Source: an optimization exercise on an open RTL-to-GDS flow (aim: small area, a short achievable clock period and few clock cycles per item). Production flows keep margins and buffers that such runs may drop.
Function was checked by simulation only, so behaviour that the tests miss may differ from the original.

## flow/design.v (module list and top-level ports; edited modules follow where they fit)
// module fpu_s: 150 lines
// module fma_spec: 33 lines
// module fma_pre: 33 lines
// module fp_round: 26 lines
// module fma_add: 78 lines
// module fpu_misc: 54 lines
// module fpu_cvt: 90 lines
// module f2i_post: 15 lines
// module divsqrt_step: 19 lines
// module mul24: 1597 lines
module fpu_s (
  input         clk,
  input         rst_n,
  input         req_valid,
  input  [6:0]  req_opcode,
  input  [6:0]  req_f7,
  input  [2:0]  req_rm,
  input  [4:0]  req_rs2,
  input  [31:0] req_v1,
  input  [31:0] req_v2,
  input  [31:0] req_v3,
  output        resp_valid,
  output [31:0] resp_value,
  output [4:0]  resp_fflags
);
  // ...
==> flow/run.sh <==
#!/bin/bash
# synth_recipe.tcl (not shown) runs the flow's synth.tcl, then flattens the netlist and writes it again
# the make line also repeats each setting of config.mk as NAME=value (left out here)
make -C /OpenROAD-flow-scripts/flow DESIGN_CONFIG=/design/flow/config.mk WORK_HOME=/design/flow/orfs CLKGATE_MAP_FILE= SYNTH_SCRIPT=/design/flow/synth_recipe.tcl finish
==> flow/config.mk <==
export PLATFORM = sky130hd
export DESIGN_NAME = fpu_s
export DESIGN_NICKNAME = fpu_s
export VERILOG_FILES = /design/flow/design.v
export SDC_FILE = /design/flow/constraint.sdc
export NUM_CORES = 8
export LEC_CHECK = 0
export CAP_MARGIN = 20
export CORE_MARGIN = 2
export CORE_UTILIZATION = 40
export SLEW_MARGIN = 20
==> flow/constraint.sdc <==
create_clock -name core_clock -period 20.0 [get_ports {clk}]
set_input_delay 4.0000 -clock core_clock [delete_from_list [all_inputs] [get_ports {clk}]]
set_output_delay 4.0000 -clock core_clock [all_outputs]
set_load 0.01 [all_outputs]
==> results.py, run 1 <==
metrics = {
    "status": {
        "status": "complete, no violations",
    },
    "yosys": {
        "synth-xor-area-share": 0.0415,
        "synth_top_family_by_area": "adder cells",
        "synth_nets": 9398,
        "ys_ff_latch": 299,
        "synth_edf_count": 258,
        "async_reset_ff_frac": 0,
        "yosysWarnings": 6,
    },
    "clock_network": {
        "cts_setup_buffers": 4,
        "clk_pin_slew_worst_paths_ps": 70,
    },
    "critical_path": {
        "critPathLaunchType": "flip-flop",
        "slowest_stage": "clkdlybuf4s50_1",
        "critical-path-top-delay-family": "compound AO/OA/AOI/OAI gates",
        "crit_path_max_incr_delay_ps": 580,
        "crit_cells": 64,
    },
    "placement": {
        "dp_hpwl_um": 212000,
        "io_buffers": 153,
    },
    "die": {
        "initial_utilization": 0.401,
    },
    "finish": {
        "buffer_area_frac": 0.0762,
        "n_antenna_cell": 2,
    },
    "detailed_routing": {
        "dr.pass1.iters": 6,
        "drtIter0Drc": 7490,
    },
    "timing": {
        "clock-skew-final_ps": 48.6,
    },
    "global_routing": {
        "grt_overflow": 0,
    },
}
Testbench counts, summed over its fixed seeds: cycles 3,379, ops 2,400.
==> module fpu_s, before the edit <==
module fpu_s (
  input         clk,
  input         rst_n,
  input         req_valid,
  input  [6:0]  req_opcode,
  input  [6:0]  req_f7,
  input  [2:0]  req_rm,
  input  [4:0]  req_rs2,
  input  [31:0] req_v1,
  input  [31:0] req_v2,
  input  [31:0] req_v3,
  output        resp_valid,
  output [31:0] resp_value,
  output [4:0]  resp_fflags
);
  localparam K = 4;                  
  localparam NC = 7;                 
  localparam N = K * NC;             
  localparam W = N + 3;
  wire [31:0] a = req_v1, b = req_v2, c = req_v3;
  wire op53 = req_opcode == 7'h53;
  wire is_fmadd = ~op53;
  wire d_add  = op53 & (req_f7 == 7'h00);
  wire d_sub  = op53 & (req_f7 == 7'h04);
  wire d_mul  = op53 & (req_f7 == 7'h08);
  wire d_div  = op53 & (req_f7 == 7'h0c);
  wire d_sqrt = op53 & (req_f7 == 7'h2c);
  wire d_i2f  = op53 & (req_f7 == 7'h68);
  wire d_f2i  = op53 & (req_f7 == 7'h60);
  wire d_addsub = d_add | d_sub;
  wire d_fma  = d_addsub | d_mul | is_fmadd | d_i2f;
  wire d_ds   = d_div | d_sqrt;
  wire d_misc = ~d_fma & ~d_ds;
  wire start = req_valid & rst_n;
  reg [2:0] brm;
  always @* case (req_rm) 3'd0: brm = 0; 3'd1: brm = 4; 3'd2: brm = 3; 3'd3: brm = 2; 3'd4: brm = 1; default: brm = 0; endcase
  wire [31:0] oa = d_addsub ? {b[31] ^ d_sub, b[30:0]} : a;
  wire [31:0] ob = d_addsub ? 32'h3f800000 : b;
  wire acc = ~d_mul & ~d_i2f;
  wire [31:0] oc = d_addsub ? a : ~acc ? 32'd0 : {c[31] ^ req_opcode[2] ^ req_opcode[3], c[30:0]};
  wire neg = is_fmadd & req_opcode[3];
  wire [9:0] m_exp; wire m_sgn, m_spec, m_ssgn, m_snv; wire [1:0] m_skind;
  fma_spec u_spec (.a(oa), .b(ob), .c(oc), .acc(acc), .exp_ab(m_exp), .sgn_ab(m_sgn),
                   .spec(m_spec), .spec_kind(m_skind), .spec_sgn(m_ssgn), .spec_nv(m_snv));
  wire [47:0] prod;
  mul24 u_prod (.a({a[30:23] != 0, a[22:0]}), .b({b[30:23] != 0, b[22:0]}), .p(prod));
  wire [31:0] cv_res, cv_norm; wire [4:0] cv_fl; wire [5:0] cv_lz; wire cv_neg, cv_rnd, cv_inc;
  fpu_cvt u_cvt (.a(a), .rm(req_rm), .uns(req_rs2[0]), .f2i(d_f2i), .i2f(d_i2f),
                 .f2i_res(cv_res), .f2i_fl(cv_fl), .f2i_rnd(cv_rnd), .f2i_inc(cv_inc),
                 .norm(cv_norm), .lz(cv_lz), .i2f_neg(cv_neg));
  reg [2:0] msel;
  always @* begin
    case (req_f7)
      7'h10: msel = 3'd0;
      7'h14: msel = 3'd1;
      7'h50: msel = 3'd2;
      default: msel = 3'd4;
    endcase
  end
  wire [31:0] mi_res; wire [4:0] mi_fl;
  fpu_misc u_misc (.sel(msel), .rm(req_rm), .a(a), .b(b), .res(mi_res), .flags(mi_fl));
  wire [7:0] ea = a[30:23], eb = b[30:23];
  wire [23:0] sq_sig = (ea == 0) ? cv_norm[31:8] : {1'b1, a[22:0]};
  wire [9:0]  sq_e   = (ea == 0) ? -10'd127 - {4'd0, cv_lz} : {2'd0, ea} - 10'd127;
  wire        sq_odd = sq_e[0];
  wire [9:0]  sq_eh  = {sq_e[9], sq_e[9:1]};     
  wire        dv_lt  = a[22:0] < b[22:0];        
  wire [W-1:0] ds_r0 = d_sqrt ? ({{(W-24){1'b0}}, sq_sig} << (N - 25 + (sq_odd ? 1 : 0)))
                              : ({{(W-24){1'b0}}, 1'b1, a[22:0]} << (N - 25 + (dv_lt ? 1 : 0)));
  reg        pend;           
  reg        v_misc;         
  reg [31:0] misc_res; reg [4:0] misc_fl; reg m_rnd, m_inc, m_s, m_uns;
  reg [47:0] f_prod; reg [9:0] f_exp; reg f_sgn, f_spec, f_ssgn, f_snv, f_acc, f_neg;
  reg [1:0]  f_skind;
  reg [31:0] f_c; reg [2:0] f_rm;
  reg [47:0] f_dec; reg f_ovf47, f_ovf46, f_tiny, f_gt126, f_r47, f_r46;
  reg        busy; reg [2:0] cnt;
  reg [W-1:0] ds_r; reg [N-1:0] ds_q, ds_m; reg [23:0] ds_d; reg ds_sq; reg [9:0] ds_e; reg ds_s;
  wire [31:0] f_res; wire [4:0] f_fl;
  fma_add u_add (.prod(f_prod), .dec(f_dec), .ovf47(f_ovf47), .ovf46(f_ovf46), .tiny(f_tiny), .sgn_ab(f_sgn),
                 .c(f_c), .acc(f_acc), .rmode(f_rm), .negres(f_neg), .spec(f_spec), .spec_kind(f_skind),
                 .spec_sgn(f_ssgn), .spec_nv(f_snv), .res(f_res), .flags(f_fl));
  wire f_pnz = f_prod != 0;
  wire slow_l = ~f_prod[47] & ~f_prod[46] & f_pnz & f_gt126 & ~f_ovf46;
  wire slow_r = f_pnz & (f_prod[47] ? f_r47 : f_r46);
  wire slow = ~f_spec & (slow_l | slow_r);
  wire [9:0] f_exp_n = slow_l ? f_exp - 10'd1 : f_exp + 10'd1;
  wire [W-1:0] rr [0:K]; wire [N-1:0] qq [0:K]; wire [N-1:0] mm [0:K];
  assign rr[0] = ds_r; assign qq[0] = ds_q; assign mm[0] = ds_m;
  genvar g;
  generate for (g = 0; g < K; g = g + 1) begin : st
    divsqrt_step #(.W(W), .N(N)) u (.sq(ds_sq), .r(rr[g]), .q(qq[g]), .m(mm[g]), .d(ds_d),
                                     .r_n(rr[g+1]), .q_n(qq[g+1]), .m_n(mm[g+1]));
  end endgenerate
  wire ds_last = busy & (cnt == NC - 1);
  wire ds_sticky = rr[K] != 0;
  wire [9:0] pre_exp = start ? (d_i2f ? 10'd31 - {4'd0, cv_lz} : m_exp) : ds_last ? ds_e : f_exp_n;
  wire [7:0] pre_ec  = start ? oc[30:23] : ds_last ? 8'd0 : f_c[30:23];
  wire       pre_acc = start ? acc : ds_last ? 1'b0 : f_acc;
  wire [47:0] pr_dec; wire pr_ovf47, pr_ovf46, pr_tiny, pr_gt126, pr_r47, pr_r46;
  fma_pre u_pre (.exp_ab(pre_exp), .ec(pre_ec), .acc(pre_acc), .dec(pr_dec), .ovf47(pr_ovf47), .ovf46(pr_ovf46),
                 .tiny(pr_tiny), .gt126(pr_gt126), .r47(pr_r47), .r46(pr_r46));
  always @(posedge clk) begin
    if (!rst_n) begin
      pend <= 1'b0; v_misc <= 1'b0; busy <= 1'b0;
    end else begin
      v_misc <= start & d_misc;
      if (start) pend <= d_fma;
      else if (ds_last) pend <= 1'b1;
      else if (pend & ~slow) pend <= 1'b0;
      if (start & d_ds) busy <= 1'b1;
      else if (ds_last) busy <= 1'b0;
    end
    if (start | ds_last | (pend & slow)) begin
      f_exp <= pre_exp;
      f_dec <= pr_dec; f_ovf47 <= pr_ovf47; f_ovf46 <= pr_ovf46; f_tiny <= pr_tiny;
      f_gt126 <= pr_gt126; f_r47 <= pr_r47; f_r46 <= pr_r46;
    end
    if (start) begin
      misc_res <= d_f2i ? cv_res : mi_res;
      misc_fl  <= d_f2i ? cv_fl : mi_fl;
      m_rnd <= d_f2i & cv_rnd; m_inc <= cv_inc; m_s <= a[31]; m_uns <= req_rs2[0];
      f_prod <= d_i2f ? {1'b0, cv_norm, 15'd0} : d_addsub ? {1'b0, b[30:23] != 0, b[22:0], 23'd0} : prod;
      f_sgn  <= d_i2f ? cv_neg : m_sgn;
      f_spec <= ~d_i2f & m_spec;
      f_skind <= m_skind; f_ssgn <= m_ssgn; f_snv <= m_snv;
      f_c <= oc; f_acc <= acc; f_neg <= neg; f_rm <= brm;
      cnt <= 3'd0;
      ds_r <= ds_r0; ds_q <= {N{1'b0}}; ds_m <= {1'b1, {(N-1){1'b0}}};
      ds_d <= {1'b1, b[22:0]}; ds_sq <= d_sqrt;
      ds_e <= d_sqrt ? sq_eh : {2'd0, ea} - {2'd0, eb} - {9'd0, dv_lt};
      ds_s <= d_sqrt ? 1'b0 : a[31] ^ b[31];
    end else if (busy) begin
      cnt <= cnt + 3'd1;
      ds_r <= rr[K]; ds_q <= qq[K]; ds_m <= mm[K];
      if (ds_last) begin
        f_prod <= {1'b0, qq[K], ds_sticky, {(47-N-1){1'b0}}};
        f_sgn <= ds_s; f_spec <= 1'b0;
        f_c <= 32'd0; f_acc <= 1'b0; f_neg <= 1'b0;
      end
    end else if (pend & slow) begin
      f_prod <= slow_l ? {f_prod[46:0], 1'b0} : {1'b0, f_prod[47:2], f_prod[1] | f_prod[0]};
    end
  end
  wire [31:0] pf_res; wire [4:0] pf_fl;
  f2i_post u_post (.ip(misc_res), .inc(m_inc), .s(m_s), .uns(m_uns), .fl(misc_fl), .res(pf_res), .flags(pf_fl));
  assign resp_valid  = v_misc | (pend & ~slow);
  assign resp_value  = v_misc ? (m_rnd ? pf_res : misc_res) : f_res;
  assign resp_fflags = v_misc ? (m_rnd ? pf_fl : misc_fl) : f_fl;
endmodule
==> module fma_spec, before the edit <==
module fma_spec (
  input  [31:0] a,           
  input  [31:0] b,           
  input  [31:0] c,           
  input         acc,         
  output [9:0]  exp_ab,      
  output        sgn_ab,
  output        spec,        
  output [1:0]  spec_kind,   
  output        spec_sgn,
  output        spec_nv
);
  wire [7:0] ea = a[30:23], eb = b[30:23], ec = c[30:23];
  wire a_max = &ea, b_max = &eb, c_max = acc & (&ec);
  wire a_mz = a[22:0] == 0, b_mz = b[22:0] == 0, c_mz = c[22:0] == 0;
  wire a_nan = a_max & ~a_mz, b_nan = b_max & ~b_mz, c_nan = c_max & ~c_mz;
  wire a_inf = a_max & a_mz,  b_inf = b_max & b_mz,  c_inf = c_max & c_mz;
  wire a_zero = (ea == 0) & a_mz, b_zero = (eb == 0) & b_mz;
  wire c_zero = (ec == 0) & c_mz;
  wire sc = c[31];
  assign sgn_ab = a[31] ^ b[31];
  wire inf_ab = a_inf | b_inf;
  wire zero_ab = a_zero | b_zero;
  wire any_nan = a_nan | b_nan | c_nan;
  wire inv = (a_inf & b_zero) | (a_zero & b_inf) | (c_inf & inf_ab & (sc != sgn_ab));
  assign spec_nv = (a_nan & ~a[22]) | (b_nan & ~b[22]) | (c_nan & ~c[22]) | (~any_nan & inv);
  assign spec = any_nan | inv | c_inf | inf_ab | (c_zero & zero_ab & (sc == sgn_ab));
  assign spec_kind = (any_nan | inv) ? 2'd2 : (c_inf | inf_ab) ? 2'd1 : 2'd0;
  assign spec_sgn = c_inf ? sc : inf_ab ? sgn_ab : sc;
  wire [9:0] xa = {2'b00, ea | {7'd0, ea == 0}};
  wire [9:0] xb = {2'b00, eb | {7'd0, eb == 0}};
  assign exp_ab = xa + xb - 10'd254;
endmodule
==> module fma_pre, before the edit <==
module fma_pre (
  input  [9:0]  exp_ab,
  input  [7:0]  ec,
  input         acc,
  output [47:0] dec,         
  output        ovf47, ovf46, tiny,
  output        gt126,       
  output        r47, r46     
);
  wire signed [9:0] x = exp_ab;
  assign ovf47 = x >= 10'sd127;
  assign ovf46 = x > 10'sd127;
  assign tiny  = x < -10'sd151;
  assign gt126 = x > -10'sd126;
  assign r47 = ~tiny & (x < -10'sd127);
  assign r46 = ~tiny & (x < -10'sd126);
  wire [7:0] ec1 = ec | {7'd0, ec == 0};
  wire [7:0] e47 = ovf47 ? 8'd254 : tiny ? 8'd1 : x[7:0] + 8'd128;
  wire [7:0] e46 = ovf46 ? 8'd254 : tiny ? 8'd1 : x[7:0] + 8'd127;
  wire [7:0] e00 = ovf46 ? 8'd254 : 8'd1;
  function [15:0] cmp(input [7:0] ea1);
    reg [8:0] d1, d2; reg gt, eq; reg [7:0] sh;
    begin
      d1 = {1'b0, ea1} - {1'b0, ec1};
      d2 = {1'b0, ec1} - {1'b0, ea1};
      eq = ea1 == ec1;
      gt = ~d1[8] & ~eq;
      sh = gt ? d1[7:0] : d2[7:0];
      cmp = {~acc | gt, eq & acc, sh >= 8'd28, sh[4:0], gt ? ea1 : ec1};
    end
  endfunction
  assign dec = {cmp(e47), cmp(e46), cmp(e00)};
endmodule
==> module fma_add, before the edit <==
module fma_add (
  input  [47:0] prod,
  input  [47:0] dec,
  input         ovf47, ovf46, tiny,
  input         sgn_ab,
  input  [31:0] c,           
  input         acc,
  input  [2:0]  rmode,
  input         negres,
  input         spec,
  input  [1:0]  spec_kind,
  input         spec_sgn,
  input         spec_nv,
  output [31:0] res,
  output [4:0]  flags
);
  wire p47 = prod[47], p46 = prod[46];
  wire [15:0] dk = p47 ? dec[47:32] : p46 ? dec[31:16] : dec[15:0];
  wire ab_gt = dk[15], e_eq = dk[14], big = dk[13];
  wire [4:0] shamt = dk[12:8];
  wire [7:0] xe = dk[7:0];
  wire ovf = p47 ? ovf47 : ovf46;
  wire pnz = prod != 0;
  wire [27:0] sab_p = p47 ? {1'b0, 1'b1, prod[46:24], prod[23], |prod[22:0], 1'b0}
                          : {1'b0, p46, prod[45:23], prod[22], |prod[21:0], 1'b0};
  wire [27:0] sab = ovf ? {2'b01, 23'h7fffff, 2'b11, 1'b0} : tiny ? {26'd0, pnz, 1'b0} : sab_p;
  wire ab0 = ~ovf & (tiny | (~p47 & ~p46));
  wire [2:0] abfl = ovf ? 3'b101 : tiny ? {1'b0, pnz, pnz} : {1'b0, ab0 & (sab[2] | sab[1]), 1'b0};
  wire [7:0] ec = c[30:23];
  wire [27:0] sc = {1'b0, ec != 0, c[22:0], 3'b000};
  wire sub = c[31] ^ sgn_ab;
  wire [27:0] x  = ab_gt ? sab : sc;
  wire [27:0] y0 = ab_gt ? sc : sab;
  wire [27:0] ysh = y0 >> shamt;
  wire yst = |(y0 & ~(28'hfffffff << shamt));
  wire [27:0] y = big ? {27'd0, y0 != 0} : {ysh[27:1], ysh[0] | yst};
  wire [28:0] mainsum = sub ? {1'b0, x} - {1'b0, y} : {1'b0, x} + {1'b0, y};
  wire [27:0] alt = sab - sc;             
  wire swap = e_eq & sub & mainsum[28];
  wire [27:0] sum = swap ? alt : mainsum[27:0];
  wire xsgn = (ab_gt | swap) ? sgn_ab : c[31];
  integer i;
  reg [4:0] z;
  always @* begin
    z = 5'd28;
    for (i = 0; i < 28; i = i + 1) if (sum[i]) z = 5'd27 - i[4:0];
  end
  wire [7:0] zm1 = {3'd0, z} - 8'd1;
  wire [7:0] maxsh = xe - 8'd1;
  wire fits = zm1 <= maxsh;
  wire [7:0] lsh = fits ? zm1 : maxsh;
  wire [27:0] sl = sum << lsh[4:0];
  reg [7:0] ne; reg [22:0] ns; reg [1:0] ng; reg novf;
  always @* begin
    novf = 1'b0;
    if (sum[27]) begin
      novf = xe == 8'd254;
      ne = novf ? 8'd254 : xe + 8'd1;
      ns = novf ? 23'h7fffff : sum[26:4];
      ng = novf ? 2'b11 : {sum[3], |sum[2:0]};
    end else if (sum[26]) begin
      ne = xe; ns = sum[25:3]; ng = {sum[2], |sum[1:0]};
    end else begin
      ne = (z == 5'd28) ? 8'd0 : fits ? xe - zm1 : 8'd0;
      ns = sl[25:3]; ng = {sl[2], |sl[1:0]};
    end
  end
  wire [30:0] rr;
  fp_round rnd (.rmode(rmode), .sgn(xsgn), .ein(ne), .sin(ns), .guard(ng), .res(rr));
  wire nx = abfl[0] | novf | (ng != 0);
  wire is_inf = rr[30:23] == 8'hff;
  wire [4:0] fl = {2'b00, abfl[2] | novf | is_inf, abfl[1] | ((ne == 0) & (ng != 0)), nx};
  wire zsgn = (acc & (rr == 31'd0) & ~nx & sub) ? (rmode == 3'd3) : xsgn;
  wire [31:0] sres = (spec_kind == 2'd2) ? 32'h7fc00000 :
                     {spec_sgn ^ negres, (spec_kind == 2'd1) ? 31'h7f800000 : 31'd0};
  assign res   = spec ? sres : {zsgn ^ negres, rr};
  assign flags = spec ? {spec_nv, 4'd0} : fl;
endmodule
==> inputs of run 2 (changes only) <==
--- a/flow/design.v
+++ b/flow/design.v
@@ -17,5 +17,6 @@
   localparam NC = 7;                 
   localparam N = K * NC;             
-  localparam W = N + 3;
+  localparam F = N + 2;              
+  localparam WD = F + 3;
   wire [31:0] a = req_v1, b = req_v2, c = req_v3;
   wire op53 = req_opcode == 7'h53;
@@ -35,4 +36,14 @@
   reg [2:0] brm;
   always @* case (req_rm) 3'd0: brm = 0; 3'd1: brm = 4; 3'd2: brm = 3; 3'd3: brm = 2; 3'd4: brm = 1; default: brm = 0; endcase
+  reg        pend;           
+  reg        slowm;          
+  reg        replay;         
+  reg        v_misc;         
+  reg [31:0] misc_res; reg [4:0] misc_fl; reg m_rnd, m_inc, m_s, m_uns;
+  reg [27:0] f_x, f_y; reg [4:0] f_sh; reg f_big, f_abgt, f_eeq;
+  reg [7:0]  f_xe; reg [2:0] f_abfl; reg f_sgn, f_sgnc, f_acc, f_neg, f_spec, f_ssgn, f_snv;
+  reg [1:0]  f_skind; reg [2:0] f_rm; reg [9:0] f_exp;
+  reg        busy; reg [2:0] cnt; reg f_dmode;
+  reg [WD-1:0] ds_ws, ds_wc; reg [N:0] ds_q, ds_qm, ds_m; reg [23:0] ds_d; reg ds_sq; reg [9:0] ds_e; reg ds_s;
   wire [31:0] oa = d_addsub ? {b[31] ^ d_sub, b[30:0]} : a;
   wire [31:0] ob = d_addsub ? 32'h3f800000 : b;
@@ -40,7 +51,8 @@
   wire [31:0] oc = d_addsub ? a : ~acc ? 32'd0 : {c[31] ^ req_opcode[2] ^ req_opcode[3], c[30:0]};
   wire neg = is_fmadd & req_opcode[3];
-  wire [9:0] m_exp; wire m_sgn, m_spec, m_ssgn, m_snv; wire [1:0] m_skind;
+  wire [9:0] m_exp; wire m_sgn, m_spec, m_ssgn, m_snv, m_subab, m_zab; wire [1:0] m_skind;
   fma_spec u_spec (.a(oa), .b(ob), .c(oc), .acc(acc), .exp_ab(m_exp), .sgn_ab(m_sgn),
-                   .spec(m_spec), .spec_kind(m_skind), .spec_sgn(m_ssgn), .spec_nv(m_snv));
+                   .spec(m_spec), .spec_kind(m_skind), .spec_sgn(m_ssgn), .spec_nv(m_snv),
+                   .sub_ab(m_subab), .zero_ab(m_zab));
   wire [47:0] prod;
   mul24 u_prod (.a({a[30:23] != 0, a[22:0]}), .b({b[30:23] != 0, b[22:0]}), .p(prod));
@@ -49,4 +61,24 @@
                  .f2i_res(cv_res), .f2i_fl(cv_fl), .f2i_rnd(cv_rnd), .f2i_inc(cv_inc),
                  .norm(cv_norm), .lz(cv_lz), .i2f_neg(cv_neg));
+  wire [47:0] p_src = replay ? {f_x, f_y[27:8]} : d_i2f ? {1'b0, cv_norm, 15'd0}
+                    : d_addsub ? {1'b0, b[30:23] != 0, b[22:0], 23'd0} : prod;
+  wire [7:0]  xa_r = oa[30:23] | {7'd0, oa[30:23] == 0};
+  wire [7:0]  xb_r = ob[30:23] | {7'd0, ob[30:23] == 0};
+  wire [9:0]  e_i2f = 10'd31 - {4'd0, cv_lz};
+  wire [9:0]  e_sl = replay ? f_exp : e_i2f;
+  wire [7:0]  xa_src = (replay | d_i2f) ? e_sl[7:0] + 8'd127 : xa_r;
+  wire [7:0]  xb_src = (replay | d_i2f) ? 8'd127 : xb_r;
+  wire [9:0]  e_src = replay ? f_exp : d_i2f ? e_i2f : m_exp;
+  wire [31:0] c_src = replay ? misc_res : oc;
+  wire        a_src = replay ? f_acc : acc;
+  wire [47:0] pr_dec; wire pr_ovf47, pr_ovf46, pr_tiny, pr_gt126, pr_r47, pr_r46;
+  fma_pre u_pre (.xa(xa_src), .xb(xb_src), .ec(c_src[30:23]), .acc(a_src), .dec(pr_dec), .ovf47(pr_ovf47), .ovf46(pr_ovf46),
+                 .tiny(pr_tiny), .gt126(pr_gt126), .r47(pr_r47), .r46(pr_r46));
+  wire [27:0] al_x, al_y0; wire [4:0] al_sh; wire al_big, al_abgt, al_eeq; wire [7:0] al_xe; wire [2:0] al_abfl;
+  fma_align u_align (.prod(p_src), .dec(pr_dec), .ovf47(pr_ovf47), .ovf46(pr_ovf46), .tiny(pr_tiny), .c(c_src),
+                     .x(al_x), .y0(al_y0), .shamt(al_sh), .big(al_big), .ab_gt(al_abgt), .e_eq(al_eeq),
+                     .xe(al_xe), .abfl(al_abfl));
+  wire fma_go = (start & d_fma) | replay;
+  wire go_slow = start & (d_mul | is_fmadd) & ~m_spec & ~m_zab & ~pr_tiny & (m_subab | pr_r46);
   reg [2:0] msel;
   always @* begin
@@ -66,84 +98,87 @@
   wire [9:0]  sq_eh  = {sq_e[9], sq_e[9:1]};     
   wire        dv_lt  = a[22:0] < b[22:0];        
-  wire [W-1:0] ds_r0 = d_sqrt ? ({{(W-24){1'b0}}, sq_sig} << (N - 25 + (sq_odd ? 1 : 0)))
-                              : ({{(W-24){1'b0}}, 1'b1, a[22:0]} << (N - 25 + (dv_lt ? 1 : 0)));
-  reg        pend;           
-  reg        v_misc;         
-  reg [31:0] misc_res; reg [4:0] misc_fl; reg m_rnd, m_inc, m_s, m_uns;
-  reg [47:0] f_prod; reg [9:0] f_exp; reg f_sgn, f_spec, f_ssgn, f_snv, f_acc, f_neg;
-  reg [1:0]  f_skind;
-  reg [31:0] f_c; reg [2:0] f_rm;
-  reg [47:0] f_dec; reg f_ovf47, f_ovf46, f_tiny, f_gt126, f_r47, f_r46;
-  reg        busy; reg [2:0] cnt;
-  reg [W-1:0] ds_r; reg [N-1:0] ds_q, ds_m; reg [23:0] ds_d; reg ds_sq; reg [9:0] ds_e; reg ds_s;
-  wire [31:0] f_res; wire [4:0] f_fl;
-  fma_add u_add (.prod(f_prod), .dec(f_dec), .ovf47(f_ovf47), .ovf46(f_ovf46), .tiny(f_tiny), .sgn_ab(f_sgn),
-                 .c(f_c), .acc(f_acc), .rmode(f_rm), .negres(f_neg), .spec(f_spec), .spec_kind(f_skind),
-                 .spec_sgn(f_ssgn), .spec_nv(f_snv), .res(f_res), .flags(f_fl));
-  wire f_pnz = f_prod != 0;
-  wire slow_l = ~f_prod[47] & ~f_prod[46] & f_pnz & f_gt126 & ~f_ovf46;
-  wire slow_r = f_pnz & (f_prod[47] ? f_r47 : f_r46);
-  wire slow = ~f_spec & (slow_l | slow_r);
-  wire [9:0] f_exp_n = slow_l ? f_exp - 10'd1 : f_exp + 10'd1;
-  wire [W-1:0] rr [0:K]; wire [N-1:0] qq [0:K]; wire [N-1:0] mm [0:K];
-  assign rr[0] = ds_r; assign qq[0] = ds_q; assign mm[0] = ds_m;
+  wire [WD-1:0] ds_w0 = d_sqrt ? (({{(WD-24){1'b0}}, sq_sig} << (F - 26 + (sq_odd ? 1 : 0))) - ({{(WD-1){1'b0}}, 1'b1} << (F - 1)))
+                               : ({{(WD-24){1'b0}}, 1'b1, a[22:0]} << (F - 25 + (dv_lt ? 1 : 0)));
+  wire [WD-1:0] dd = {{(WD-24){1'b0}}, ds_d} << (F - 24);
+  wire [WD-1:0] sws [0:K]; wire [WD-1:0] swc [0:K]; wire [N:0] qq [0:K]; wire [N:0] qm [0:K]; wire [N:0] mm [0:K];
+  assign sws[0] = ds_ws; assign swc[0] = ds_wc; assign qq[0] = ds_q; assign qm[0] = ds_qm; assign mm[0] = ds_m;
   genvar g;
   generate for (g = 0; g < K; g = g + 1) begin : st
-    divsqrt_step #(.W(W), .N(N)) u (.sq(ds_sq), .r(rr[g]), .q(qq[g]), .m(mm[g]), .d(ds_d),
-                                     .r_n(rr[g+1]), .q_n(qq[g+1]), .m_n(mm[g+1]));
+    srt_step #(.F(F), .N(N)) u (.sq(ds_sq), .ws(sws[g]), .wc(swc[g]), .q(qq[g]), .qm(qm[g]), .m(mm[g]), .d(dd),
+                                .ws_n(sws[g+1]), .wc_n(swc[g+1]), .q_n(qq[g+1]), .qm_n(qm[g+1]), .m_n(mm[g+1]));
   end endgenerate
   wire ds_last = busy & (cnt == NC - 1);
-  wire ds_sticky = rr[K] != 0;
-  wire [9:0] pre_exp = start ? (d_i2f ? 10'd31 - {4'd0, cv_lz} : m_exp) : ds_last ? ds_e : f_exp_n;
-  wire [7:0] pre_ec  = start ? oc[30:23] : ds_last ? 8'd0 : f_c[30:23];
-  wire       pre_acc = start ? acc : ds_last ? 1'b0 : f_acc;
-  wire [47:0] pr_dec; wire pr_ovf47, pr_ovf46, pr_tiny, pr_gt126, pr_r47, pr_r46;
-  fma_pre u_pre (.exp_ab(pre_exp), .ec(pre_ec), .acc(pre_acc), .dec(pr_dec), .ovf47(pr_ovf47), .ovf46(pr_ovf46),
-                 .tiny(pr_tiny), .gt126(pr_gt126), .r47(pr_r47), .r46(pr_r46));
+  wire [WD-1:0] fw = ds_ws + ds_wc;
+  wire [WD-1:0] tend = ds_sq ? (({{(WD-N-1){1'b0}}, ds_qm} << (F - N)) | ({{(WD-1){1'b0}}, 1'b1} << (F - N - 1))) : dd;
+  wire [WD-1:0] fw2 = ds_ws + ds_wc + tend;
+  wire fneg = fw[WD-1];
+  wire [N:0] fq = fneg ? ds_qm : ds_q;
+  wire ds_sticky = fneg ? (fw2 != 0) : (fw != 0);
+  wire [47:0] pd = {1'b0, fq[N-1:0], ds_sticky, {(47-N-1){1'b0}}};
+  wire [47:0] sp = {f_x, f_y[27:8]};
+  wire signed [9:0] sx = f_exp;
+  wire s_ovf46 = sx > 10'sd127;
+  wire s_tiny = sx < -10'sd151;
+  wire s_l = ~sp[47] & ~sp[46] & (sp != 0) & (sx > -10'sd126) & ~s_ovf46;
+  wire s_r = (sp != 0) & ~s_tiny & (sp[47] ? (sx < -10'sd127) : (sx < -10'sd126));
   always @(posedge clk) begin
     if (!rst_n) begin
-      pend <= 1'b0; v_misc <= 1'b0; busy <= 1'b0;
+      pend <= 1'b0; v_misc <= 1'b0; busy <= 1'b0; slowm <= 1'b0; replay <= 1'b0;
     end else begin
       v_misc <= start & d_misc;
-      if (start) pend <= d_fma;
-      else if (ds_last) pend <= 1'b1;
-      else if (pend & ~slow) pend <= 1'b0;
+      pend   <= (fma_go & ~go_slow) | ds_last;
+      slowm  <= go_slow | (slowm & (s_l | s_r));
+      replay <= slowm & ~s_l & ~s_r;
       if (start & d_ds) busy <= 1'b1;
       else if (ds_last) busy <= 1'b0;
     end
-    if (start | ds_last | (pend & slow)) begin
-      f_exp <= pre_exp;
-      f_dec <= pr_dec; f_ovf47 <= pr_ovf47; f_ovf46 <= pr_ovf46; f_tiny <= pr_tiny;
-      f_gt126 <= pr_gt126; f_r47 <= pr_r47; f_r46 <= pr_r46;
-    end
-    if (start) begin
+    if (start & ~d_fma) begin
       misc_res <= d_f2i ? cv_res : mi_res;
       misc_fl  <= d_f2i ? cv_fl : mi_fl;
       m_rnd <= d_f2i & cv_rnd; m_inc <= cv_inc; m_s <= a[31]; m_uns <= req_rs2[0];
-      f_prod <= d_i2f ? {1'b0, cv_norm, 15'd0} : d_addsub ? {1'b0, b[30:23] != 0, b[22:0], 23'd0} : prod;
+    end
+    if (start & d_fma) begin
       f_sgn  <= d_i2f ? cv_neg : m_sgn;
       f_spec <= ~d_i2f & m_spec;
       f_skind <= m_skind; f_ssgn <= m_ssgn; f_snv <= m_snv;
-      f_c <= oc; f_acc <= acc; f_neg <= neg; f_rm <= brm;
+      f_sgnc <= oc[31]; f_acc <= acc; f_neg <= neg; f_rm <= brm;
+      misc_res <= oc;
+    end
+    if (fma_go) begin
+      if (go_slow) begin
+        f_x <= p_src[47:20]; f_y <= {p_src[19:0], 8'd0}; f_exp <= e_src;
+      end else begin
+        f_x <= al_x; f_y <= al_y0; f_sh <= al_sh; f_big <= al_big;
+        f_abgt <= al_abgt; f_eeq <= al_eeq; f_xe <= al_xe; f_abfl <= al_abfl;
+      end
+    end else if (slowm) begin
+      if (s_l) begin {f_x, f_y[27:8]} <= {sp[46:0], 1'b0}; f_exp <= f_exp - 10'd1; end
+      else if (s_r) begin {f_x, f_y[27:8]} <= {1'b0, sp[47:2], sp[1] | sp[0]}; f_exp <= f_exp + 10'd1; end
+    end
+    if (start) begin
       cnt <= 3'd0;
-      ds_r <= ds_r0; ds_q <= {N{1'b0}}; ds_m <= {1'b1, {(N-1){1'b0}}};
+      ds_ws <= ds_w0; ds_wc <= {WD{1'b0}};
+      ds_q <= d_sqrt ? {1'b1, {N{1'b0}}} : {(N+1){1'b0}}; ds_qm <= {(N+1){1'b0}}; ds_m <= {2'b01, {(N-1){1'b0}}};
       ds_d <= {1'b1, b[22:0]}; ds_sq <= d_sqrt;
       ds_e <= d_sqrt ? sq_eh : {2'd0, ea} - {2'd0, eb} - {9'd0, dv_lt};
       ds_s <= d_sqrt ? 1'b0 : a[31] ^ b[31];
+      f_dmode <= d_ds;
+      if (d_ds) begin
+        f_rm <= brm; f_abfl <= 3'd0; f_acc <= 1'b0; f_neg <= 1'b0; f_spec <= 1'b0;
+      end
     end else if (busy) begin
       cnt <= cnt + 3'd1;
-      ds_r <= rr[K]; ds_q <= qq[K]; ds_m <= mm[K];
-      if (ds_last) begin
-        f_prod <= {1'b0, qq[K], ds_sticky, {(47-N-1){1'b0}}};
-        f_sgn <= ds_s; f_spec <= 1'b0;
-        f_c <= 32'd0; f_acc <= 1'b0; f_neg <= 1'b0;
-      end
-    end else if (pend & slow) begin
-      f_prod <= slow_l ? {f_prod[46:0], 1'b0} : {1'b0, f_prod[47:2], f_prod[1] | f_prod[0]};
+      ds_ws <= sws[K]; ds_wc <= swc[K]; ds_q <= qq[K]; ds_qm <= qm[K]; ds_m <= mm[K];
     end
   end
+  wire [31:0] f_res; wire [4:0] f_fl;
+  fma_add u_add (.x(f_x), .y0(f_y), .shamt(f_sh), .big(f_big), .ab_gt(f_abgt), .e_eq(f_eeq),
+                 .xe(f_xe), .abfl(f_abfl), .sgn_ab(f_sgn), .sgn_c(f_sgnc), .acc(f_acc), .rmode(f_rm),
+                 .negres(f_neg), .spec(f_spec), .spec_kind(f_skind), .spec_sgn(f_ssgn), .spec_nv(f_snv),
+                 .dmode(f_dmode), .d_e(ds_e[7:0] + 8'd127), .d_s(pd[45:23]), .d_g({pd[22], |pd[21:0]}), .d_sgn(ds_s),
+                 .res(f_res), .flags(f_fl));
   wire [31:0] pf_res; wire [4:0] pf_fl;
   f2i_post u_post (.ip(misc_res), .inc(m_inc), .s(m_s), .uns(m_uns), .fl(misc_fl), .res(pf_res), .flags(pf_fl));
-  assign resp_valid  = v_misc | (pend & ~slow);
+  assign resp_valid  = v_misc | pend;
   assign resp_value  = v_misc ? (m_rnd ? pf_res : misc_res) : f_res;
   assign resp_fflags = v_misc ? (m_rnd ? pf_fl : misc_fl) : f_fl;
@@ -159,5 +194,7 @@
   output [1:0]  spec_kind,   
   output        spec_sgn,
-  output        spec_nv
+  output        spec_nv,
+  output        sub_ab,      
+  output        zero_ab
 );
   wire [7:0] ea = a[30:23], eb = b[30:23], ec = c[30:23];
@@ -171,5 +208,6 @@
   assign sgn_ab = a[31] ^ b[31];
   wire inf_ab = a_inf | b_inf;
-  wire zero_ab = a_zero | b_zero;
+  assign zero_ab = a_zero | b_zero;
+  assign sub_ab = ~zero_ab & (((ea == 0) & ~a_mz) | ((eb == 0) & ~b_mz));
   wire any_nan = a_nan | b_nan | c_nan;
   wire inv = (a_inf & b_zero) | (a_zero & b_inf) | (c_inf & inf_ab & (sc != sgn_ab));
@@ -183,5 +221,5 @@
 endmodule
 module fma_pre (
-  input  [9:0]  exp_ab,
+  input  [7:0]  xa, xb,
   input  [7:0]  ec,
   input         acc,
@@ -191,27 +229,86 @@
   output        r47, r46     
 );
-  wire signed [9:0] x = exp_ab;
-  assign ovf47 = x >= 10'sd127;
-  assign ovf46 = x > 10'sd127;
-  assign tiny  = x < -10'sd151;
-  assign gt126 = x > -10'sd126;
-  assign r47 = ~tiny & (x < -10'sd127);
-  assign r46 = ~tiny & (x < -10'sd126);
+  wire [8:0] s = {1'b0, xa} + {1'b0, xb};         
+  assign ovf47 = s >= 9'd381;
+  assign ovf46 = s > 9'd381;
+  assign tiny  = s < 9'd103;
+  assign gt126 = s > 9'd128;
+  assign r47 = ~tiny & (s < 9'd127);
+  assign r46 = ~tiny & (s < 9'd128);
   wire [7:0] ec1 = ec | {7'd0, ec == 0};
-  wire [7:0] e47 = ovf47 ? 8'd254 : tiny ? 8'd1 : x[7:0] + 8'd128;
-  wire [7:0] e46 = ovf46 ? 8'd254 : tiny ? 8'd1 : x[7:0] + 8'd127;
-  wire [7:0] e00 = ovf46 ? 8'd254 : 8'd1;
-  function [15:0] cmp(input [7:0] ea1);
-    reg [8:0] d1, d2; reg gt, eq; reg [7:0] sh;
+  wire [9:0] d47 = {2'b00, xa} + {2'b00, xb} - {2'b00, ec1} - 10'd126;
+  wire [9:0] n47 = {2'b00, ec1} + 10'd126 - {2'b00, xa} - {2'b00, xb};
+  wire [9:0] d46 = {2'b00, xa} + {2'b00, xb} - {2'b00, ec1} - 10'd127;
+  wire [9:0] n46 = {2'b00, ec1} + 10'd127 - {2'b00, xa} - {2'b00, xb};
+  wire [9:0] dhi = 10'd254 - {2'b00, ec1};
+  wire [9:0] nhi = {2'b00, ec1} - 10'd254;
+  wire [9:0] dlo = 10'd1 - {2'b00, ec1};
+  wire [9:0] nlo = {2'b00, ec1} - 10'd1;
+  function [15:0] cmp(input [7:0] ea1, input [9:0] d, input [9:0] n);
+    reg gt, eq; reg [9:0] sh;
     begin
-      d1 = {1'b0, ea1} - {1'b0, ec1};
-      d2 = {1'b0, ec1} - {1'b0, ea1};
-      eq = ea1 == ec1;
-      gt = ~d1[8] & ~eq;
-      sh = gt ? d1[7:0] : d2[7:0];
-      cmp = {~acc | gt, eq & acc, sh >= 8'd28, sh[4:0], gt ? ea1 : ec1};
+      eq = d == 0;
+      gt = ~d[9] & ~eq;
+      sh = gt ? d : n;
+      cmp = {~acc | gt, eq & acc, sh >= 10'd28, sh[4:0], gt ? ea1 : ec1};
     end
   endfunction
-  assign dec = {cmp(e47), cmp(e46), cmp(e00)};
+  wire [15:0] c47 = ovf47 ? cmp(8'd254, dhi, nhi) : tiny ? cmp(8'd1, dlo, nlo) : cmp(s[7:0] - 8'd126, d47, n47);
+  wire [15:0] c46 = ovf46 ? cmp(8'd254, dhi, nhi) : tiny ? cmp(8'd1, dlo, nlo) : cmp(s[7:0] - 8'd127, d46, n46);
+  wire [15:0] c00 = ovf46 ? cmp(8'd254, dhi, nhi) : cmp(8'd1, dlo, nlo);
+  assign dec = {c47, c46, c00};
+endmodule
+module fma_align (
+  input  [47:0] prod,
+  input  [47:0] dec,
+  input         ovf47, ovf46, tiny,
+  input  [31:0] c,           
+  output [27:0] x,           
+  output [27:0] y0,          
+  output [4:0]  shamt,
+  output        big,         
+  output        ab_gt, e_eq,
+  output [7:0]  xe,
+  output [2:0]  abfl         
+);
+  wire p47 = prod[47], p46 = prod[46];
+  wire [15:0] dk = p47 ? dec[47:32] : p46 ? dec[31:16] : dec[15:0];
+  assign ab_gt = dk[15]; assign e_eq = dk[14]; assign big = dk[13];
+  assign shamt = dk[12:8];
+  assign xe = dk[7:0];
+  wire ovf = p47 ? ovf47 : ovf46;
+  wire pnz = prod != 0;
+  wire [27:0] sab_p = p47 ? {1'b0, 1'b1, prod[46:24], prod[23], |prod[22:0], 1'b0}
+                          : {1'b0, p46, prod[45:23], prod[22], |prod[21:0], 1'b0};
+  wire [27:0] sab = ovf ? {2'b01, 23'h7fffff, 2'b11, 1'b0} : tiny ? {26'd0, pnz, 1'b0} : sab_p;
+  wire ab0 = ~ovf & (tiny | (~p47 & ~p46));
+  assign abfl = ovf ? 3'b101 : tiny ? {1'b0, pnz, pnz} : {1'b0, ab0 & (sab[2] | sab[1]), 1'b0};
+  wire [27:0] sc = {1'b0, c[30:23] != 0, c[22:0], 3'b000};
+  assign x = ab_gt ? sab : sc;
+  assign y0 = ab_gt ? sc : sab;
+endmodule
+module lzc32 (input [31:0] v, output [5:0] z);
+  wire [15:0] v1; wire [15:0] z1;      
+  genvar i;
+  generate for (i = 0; i < 16; i = i + 1) begin : l1
+    assign v1[i] = v[2*i+1] | v[2*i];
+    assign z1[i] = ~v[2*i+1];
+  end endgenerate
+  wire [7:0] v2; wire [15:0] z2;       
+  generate for (i = 0; i < 8; i = i + 1) begin : l2
+    assign v2[i] = v1[2*i+1] | v1[2*i];
+    assign z2[2*i+1 -: 2] = v1[2*i+1] ? {1'b0, z1[2*i+1]} : {1'b1, z1[2*i]};
+  end endgenerate
+  wire [3:0] v3; wire [11:0] z3;       
+  generate for (i = 0; i < 4; i = i + 1) begin : l3
+    assign v3[i] = v2[2*i+1] | v2[2*i];
+    assign z3[3*i+2 -: 3] = v2[2*i+1] ? {1'b0, z2[4*i+3 -: 2]} : {1'b1, z2[4*i+1 -: 2]};
+  end endgenerate
+  wire [1:0] v4; wire [7:0] z4;        
+  generate for (i = 0; i < 2; i = i + 1) begin : l4
+    assign v4[i] = v3[2*i+1] | v3[2*i];
+    assign z4[4*i+3 -: 4] = v3[2*i+1] ? {1'b0, z3[6*i+5 -: 3]} : {1'b1, z3[6*i+2 -: 3]};
+  end endgenerate
+  assign z = ~v4[1] & ~v4[0] ? 6'd32 : v4[1] ? {2'b00, z4[7:4]} : {2'b01, z4[3:0]};
 endmodule
 module fp_round (
@@ -242,9 +339,13 @@
 endmodule
 module fma_add (
-  input  [47:0] prod,
-  input  [47:0] dec,
-  input         ovf47, ovf46, tiny,
+  input  [27:0] x,
+  input  [27:0] y0,
+  input  [4:0]  shamt,
+  input         big,
+  input         ab_gt, e_eq,
+  input  [7:0]  xe,
+  input  [2:0]  abfl,
   input         sgn_ab,
-  input  [31:0] c,           
+  input         sgn_c,
   input         acc,
   input  [2:0]  rmode,
@@ -254,43 +355,29 @@
   input         spec_sgn,
   input         spec_nv,
+  input         dmode,       
+  input  [7:0]  d_e,
+  input  [22:0] d_s,
+  input  [1:0]  d_g,
+  input         d_sgn,
   output [31:0] res,
   output [4:0]  flags
 );
-  wire p47 = prod[47], p46 = prod[46];
-  wire [15:0] dk = p47 ? dec[47:32] : p46 ? dec[31:16] : dec[15:0];
-  wire ab_gt = dk[15], e_eq = dk[14], big = dk[13];
-  wire [4:0] shamt = dk[12:8];
-  wire [7:0] xe = dk[7:0];
-  wire ovf = p47 ? ovf47 : ovf46;
-  wire pnz = prod != 0;
-  wire [27:0] sab_p = p47 ? {1'b0, 1'b1, prod[46:24], prod[23], |prod[22:0], 1'b0}
-                          : {1'b0, p46, prod[45:23], prod[22], |prod[21:0], 1'b0};
-  wire [27:0] sab = ovf ? {2'b01, 23'h7fffff, 2'b11, 1'b0} : tiny ? {26'd0, pnz, 1'b0} : sab_p;
-  wire ab0 = ~ovf & (tiny | (~p47 & ~p46));
-  wire [2:0] abfl = ovf ? 3'b101 : tiny ? {1'b0, pnz, pnz} : {1'b0, ab0 & (sab[2] | sab[1]), 1'b0};
-  wire [7:0] ec = c[30:23];
-  wire [27:0] sc = {1'b0, ec != 0, c[22:0], 3'b000};
-  wire sub = c[31] ^ sgn_ab;
-  wire [27:0] x  = ab_gt ? sab : sc;
-  wire [27:0] y0 = ab_gt ? sc : sab;
+  wire sub = sgn_c ^ sgn_ab;
   wire [27:0] ysh = y0 >> shamt;
   wire yst = |(y0 & ~(28'hfffffff << shamt));
   wire [27:0] y = big ? {27'd0, y0 != 0} : {ysh[27:1], ysh[0] | yst};
-  wire [28:0] mainsum = sub ? {1'b0, x} - {1'b0, y} : {1'b0, x} + {1'b0, y};
-  wire [27:0] alt = sab - sc;             
-  wire swap = e_eq & sub & mainsum[28];
+  wire [28:0] mainsum = {1'b0, x} + {1'b0, sub ? ~y : y} + {28'd0, sub};
+  wire borrow = sub & ~mainsum[28];
+  wire [27:0] alt = y0 - x;               
+  wire swap = e_eq & borrow;
   wire [27:0] sum = swap ? alt : mainsum[27:0];
-  wire xsgn = (ab_gt | swap) ? sgn_ab : c[31];
-  integer i;
-  reg [4:0] z;
-  always @* begin
-    z = 5'd28;
-    for (i = 0; i < 28; i = i + 1) if (sum[i]) z = 5'd27 - i[4:0];
-  end
-  wire [7:0] zm1 = {3'd0, z} - 8'd1;
+  wire xsgn = (ab_gt | swap) ? sgn_ab : sgn_c;
   wire [7:0] maxsh = xe - 8'd1;
-  wire fits = zm1 <= maxsh;
-  wire [7:0] lsh = fits ? zm1 : maxsh;
-  wire [27:0] sl = sum << lsh[4:0];
+  wire [27:0] sent = (maxsh > 8'd26) ? 28'd0 : (28'd1 << (5'd26 - maxsh[4:0]));
+  wire [5:0] zs;
+  lzc32 u_lzc (.v({sum | sent, 4'b1111}), .z(zs));
+  wire [4:0] lsh = (zs[4:0] == 5'd0) ? 5'd0 : zs[4:0] - 5'd1;
+  wire [27:0] sl = sum << lsh;
+  wire szero = sum == 0;
   reg [7:0] ne; reg [22:0] ns; reg [1:0] ng; reg novf;
   always @* begin
@@ -304,14 +391,20 @@
       ne = xe; ns = sum[25:3]; ng = {sum[2], |sum[1:0]};
     end else begin
-      ne = (z == 5'd28) ? 8'd0 : fits ? xe - zm1 : 8'd0;
+      ne = (sl[26] & ~szero) ? xe - {3'd0, lsh} : 8'd0;
       ns = sl[25:3]; ng = {sl[2], |sl[1:0]};
     end
   end
+  wire [7:0] re = dmode ? d_e : ne;
+  wire [22:0] rs = dmode ? d_s : ns;
+  wire [1:0] rg = dmode ? d_g : ng;
+  wire rsgn = dmode ? d_sgn : xsgn;
+  wire rovf = ~dmode & novf;
   wire [30:0] rr;
-  fp_round rnd (.rmode(rmode), .sgn(xsgn), .ein(ne), .sin(ns), .guard(ng), .res(rr));
-  wire nx = abfl[0] | novf | (ng != 0);
+  fp_round rnd (.rmode(rmode), .sgn(rsgn), .ein(re), .sin(rs), .guard(rg), .res(rr));
+  wire nx = abfl[0] | rovf | (rg != 0);
   wire is_inf = rr[30:23] == 8'hff;
-  wire [4:0] fl = {2'b00, abfl[2] | novf | is_inf, abfl[1] | ((ne == 0) & (ng != 0)), nx};
-  wire zsgn = (acc & (rr == 31'd0) & ~nx & sub) ? (rmode == 3'd3) : xsgn;
+  wire [4:0] fl = {2'b00, abfl[2] | rovf | is_inf, abfl[1] | ((re == 0) & (rg != 0)), nx};
+  wire zrule = ~dmode & acc & sub & szero & ~abfl[0];
+  wire zsgn = zrule ? (rmode == 3'd3) : rsgn;
   wire [31:0] sres = (spec_kind == 2'd2) ? 32'h7fc00000 :
                      {spec_sgn ^ negres, (spec_kind == 2'd1) ? 31'h7f800000 : 31'd0};
@@ -478,22 +571,28 @@
   assign flags = ovr ? 5'b10001 : fl;
 endmodule
-module divsqrt_step #(parameter W = 30, N = 27) (
-  input          sq,
-  input  [W-1:0] r,      
-  input  [N-1:0] q,      
-  input  [N-1:0] m,      
-  input  [23:0]  d,      
-  output [W-1:0] r_n,
-  output [N-1:0] q_n,
-  output [N-1:0] m_n
+module srt_step #(parameter F = 30, N = 28) (
+  input             sq,
+  input  [F+2:0]    ws, wc,
+  input  [N:0]      q, qm, m,
+  input  [F+2:0]    d,
+  output [F+2:0]    ws_n, wc_n,
+  output [N:0]      q_n, qm_n, m_n
 );
-  wire [W-1:0] r2 = {r[W-2:0], 1'b0};
-  wire [W-1:0] s = sq ? ({{(W-N-1){1'b0}}, q, 1'b0} | {{(W-N){1'b0}}, m})
-                      : ({{(W-26){1'b0}}, d, 2'b00} << (N - 26));
-  wire [W:0] t = {1'b0, r2} - {1'b0, s};
-  wire ge = ~t[W];
-  assign r_n = ge ? t[W-1:0] : r2;
-  assign q_n = ge ? (q | m) : q;
-  assign m_n = {1'b0, m[N-1:1]};
+  localparam WD = F + 3;
+  wire [WD-1:0] a = {ws[WD-2:0], 1'b0};
+  wire [WD-1:0] b = {wc[WD-2:0], 1'b0};
+  wire [3:0] v = a[WD-1:WD-4] + b[WD-1:WD-4];
+  wire pos = ~v[3];                  
+  wire neg = v[3] & (v != 4'hf);     
+  wire [WD-1:0] mf = {{(WD-N-1){1'b0}}, m} << (F - N);
+  wire [WD-1:0] tq = ({{(WD-N-1){1'b0}}, pos ? q : qm} << (F - N)) | (mf >> 1) | (pos ? {WD{1'b0}} : mf);
+  wire [WD-1:0] t = sq ? tq : d;
+  wire [WD-1:0] c = pos ? ~t : neg ? t : {WD{1'b0}};
+  assign ws_n = a ^ b ^ c;
+  wire [WD-1:0] mj = (a & b) | (a & c) | (b & c);
+  assign wc_n = {mj[WD-2:0], pos};
+  assign q_n  = neg ? (qm | m) : pos ? (q | m) : q;
+  assign qm_n = pos ? q : neg ? qm : (qm | m);
+  assign m_n  = {1'b0, m[N:1]};
 endmodule
 module mul24 (
==> results.py, run 2 <==
metrics = {
    "finish": {
        "largest-register": "ds_ws",
        "top_regs": "ds_ws: 33 flops, ds_wc: 32 flops, misc_res: 32 flops",
        "drive_gt1_frac": 0.0670,
        "areaGrowthSynthToFinish_pct": 7.87,
        "final_cells": 11974,
        "mostFrequentLayoutCell": "nand2_1",
        "layout_common_cells": "nand2_1, inv_1, nor2_1",
        "largest_register_ffs": 33,
        "finalInstanceArea_um2": 78100,
        "final_nets": 10677,
    },
    "yosys": {
        "synth_area_leader_cell": "fa_1",
        "ys_seq_area_frac": 0.115,
        "async_reset_ff_frac": 0,
        "synth_nets": 10822,
        "ys_ff_latch": 306,
        "yosysWarnings": 6,
        "syn-instance-count": 9706,
        "synth.distinct_cells": 130,
        "synth.most_common_cell": "nand2_1",
        "syn_area_per_cell_um2": 7.46,
        "syn_area_um2": 72400,
        "netlist.area_leader.share": 0.174,
        "synth_edf_count": 221,
        "yosys-top-cells-area": "fa_1, edfxtp_1, ha_1",
        "synth_ff_type": "edfxtp_1",
        "yosys-top-cells-count": "nand2_1, inv_1, nor2_1",
    },
    "clock_network": {
        "cts_made_buffers": 36,
        "clk-insertion-delay-late_ps": 620,
        "root_buffer": "clkbuf_16",
        "cts_setup_buffers": 0,
        "cts_tree": "built",
        "clk_pin_slew_worst_paths_ps": 70,
        "htreeDepth": 2,
        "cts.repair.resized": 0,
        "clkSinkCount": 306,
        "ctsHoldBuffers": 0,
        "cts_buffer_depth": 3,
    },
    "placement": {
        "postPlaceCellArea_um2": 76800,
        "placed_cells": 11892,
        "routabilityCongestion": 1.02,
        "dp_hpwl_um": 264000,
        "io_buffers": 153,
    },
    "timing": {
        "final.min_clock_period_ps": 18970,
        "hold_viol_final": 0,
        "relSlewSlack": 0.153,
        "setup-violations-final": 0,
        "setup_tns_ps": 0,
        "period_share": 0.948,
        "rsz0062_at_grt": "no",
        "fmax_mhz": 52.7,
        "slew_violations": 0,
        "tightest_slew_ps": 1270,
        "clock-skew-final_ps": 49.9,
    },
    "critical_path": {
        "crit_path_max_incr_delay_ps": 740,
        "critPathRequiredTime_ps": 16000,
        "arrival_ps": 14970,
        "critPathMaxFanout": 24,
        "startpoint": "f_sh[0]",
        "crit_type": "reg2out",
        "critPathLaunchType": "flip-flop",
        "worst_setup_path_end_kind": "output port",
        "r2r-start": "ds_ws[29]",
        "slowest_stage": "edfxtp_1",
        "cpMostUsedCell": "buf_4",
    },
    "die": {
        "io_pins": 159,
        "initial_utilization": 0.402,
        "die_width_um": 429,
        "die_h_um": 429,
        "die_area_um2": 184000,
        "core_area_um2": 180000,
        "rows": 156,
    },
    "detailed_routing": {
        "routedWlPerCell_um": 29.2,
        "dr.pass1.iters": 7,
        "vias": 76997,
        "wl_um": 349000,
        "ant_nets": 0,
        "drc": 0,
        "drtIter0Drc": 10538,
        "viasPerCell": 6.43,
    },
    "global_routing": {
        "grt_pass1_vias": 74151,
        "antenna_found_initial": 29,
        "grt_max_degree": 73,
        "grt.total_usage": 0.368,
        "grt_overflow": 0,
        "grt_pass1_wl_um": 508000,
    },
    "worst_hold_path": {
        "hold_path.class": "reg2reg",
        "min-delay-start": "slowm",
    },
    "status": {
        "status": "complete, no violations",
    },
    "run": {
        "drv_cap": 0,
    },
}
## run 2: cell types whose count changed after synthesis, sizes merged, moves of 38 or more
cell    before  now
and2       433  386
o21ai      549  671
a21oi      707  812
nor2       700  913
a21o        97  135
fa         499  628
mux2i      283  324
nand2      803  992
clkbuf     423  528
a211oi      73  151
inv        828  979
dfxtp       41   85
## run 2: cells by family after synthesis
group / share of synthesized area
flops: 0.115
buf+inv: 0.0854
other cells: 0.0000518
mux: 0.0657
fa+ha+maj: 0.237
compound gates: 0.247
xor+xnor: 0.0393
simple gates: 0.211
## run 2: stage by stage
step	setup WS, ps	hold slack, ps	utilization
finish	1030	510	0.433
global route	427	518	0.433
CTS	1180	504	0.433
detailed placement	1850	480	0.426
global placement	1920	467	0.426
floorplan	5010	435	-
## run 2: layer usage
layer  up-vias  GRT usage  share of wire
li1      33637          -              -
met1     37354      0.483           0.39
met2      4907      0.544           0.42
met3      1075     0.0940           0.12
met4        24      0.215          0.071
met5         -          0        0.00051
## run 2: critical path: cells and delay by family (launching register included)
| family | cells | cell delay [ps] |
|---|---|---|
| simple gates | 7 | 1760 |
| compound gates | 23 | 6740 |
| mux | 3 | 1220 |
| fa+ha+maj | 3 | 1010 |
| flops | 1 | 740 |
| buf+inv | 11 | 2890 |
## run 2: area by class of cell
cell class              count  area [µm²]
multi-input cells        7777       58200
diodes                     15        37.5
clock inverters            22         282
clock buffers              44         941
fillers                 18504      102000
inverters                 991        3730
repair buffers            449        3650
well taps                2370        2970
flip-flops and latches    306        8350
## run 2: path summary, 6_finish.rpt
check	to	slack [ps]	cells after the start
setup / recovery	resp_value[24]	1030	47
hold / removal	replay	510	1
setup reg to reg	ds_ws[5]	4820	52
hold reg to reg	replay	510	1
Testbench counts of run 2, summed over its fixed seeds: cycles 3,389, ops 2,400.

static timing again, ports no longer ideal:
Ports are ideal in the flow. The routed layouts listed here were re-timed in OpenROAD. Step 1, drivers: a clkbuf_16 drives clk and a buf_2 each remaining input, both assumed. Step 2 adds t to the input delays and takes it off the output delays; t is the mean of the earliest and latest rising clock arrival at the registers after step 1. Input paths then give back, and output paths get back, about the clock's delay inside the block. Three values: ideal, step 1, step 2; two values: the first two.
| run | t (ns) | slack for setup (ns) | worst setup path after step 2 |
|---|---|---|---|
| run 1 | 0.637 | 0.702 / 0.620 / 1.258 | register to output |
| run 2 | 0.673 | 1.030 / 0.952 / 1.625 | register to output |
After both steps every run listed still meets setup and hold.
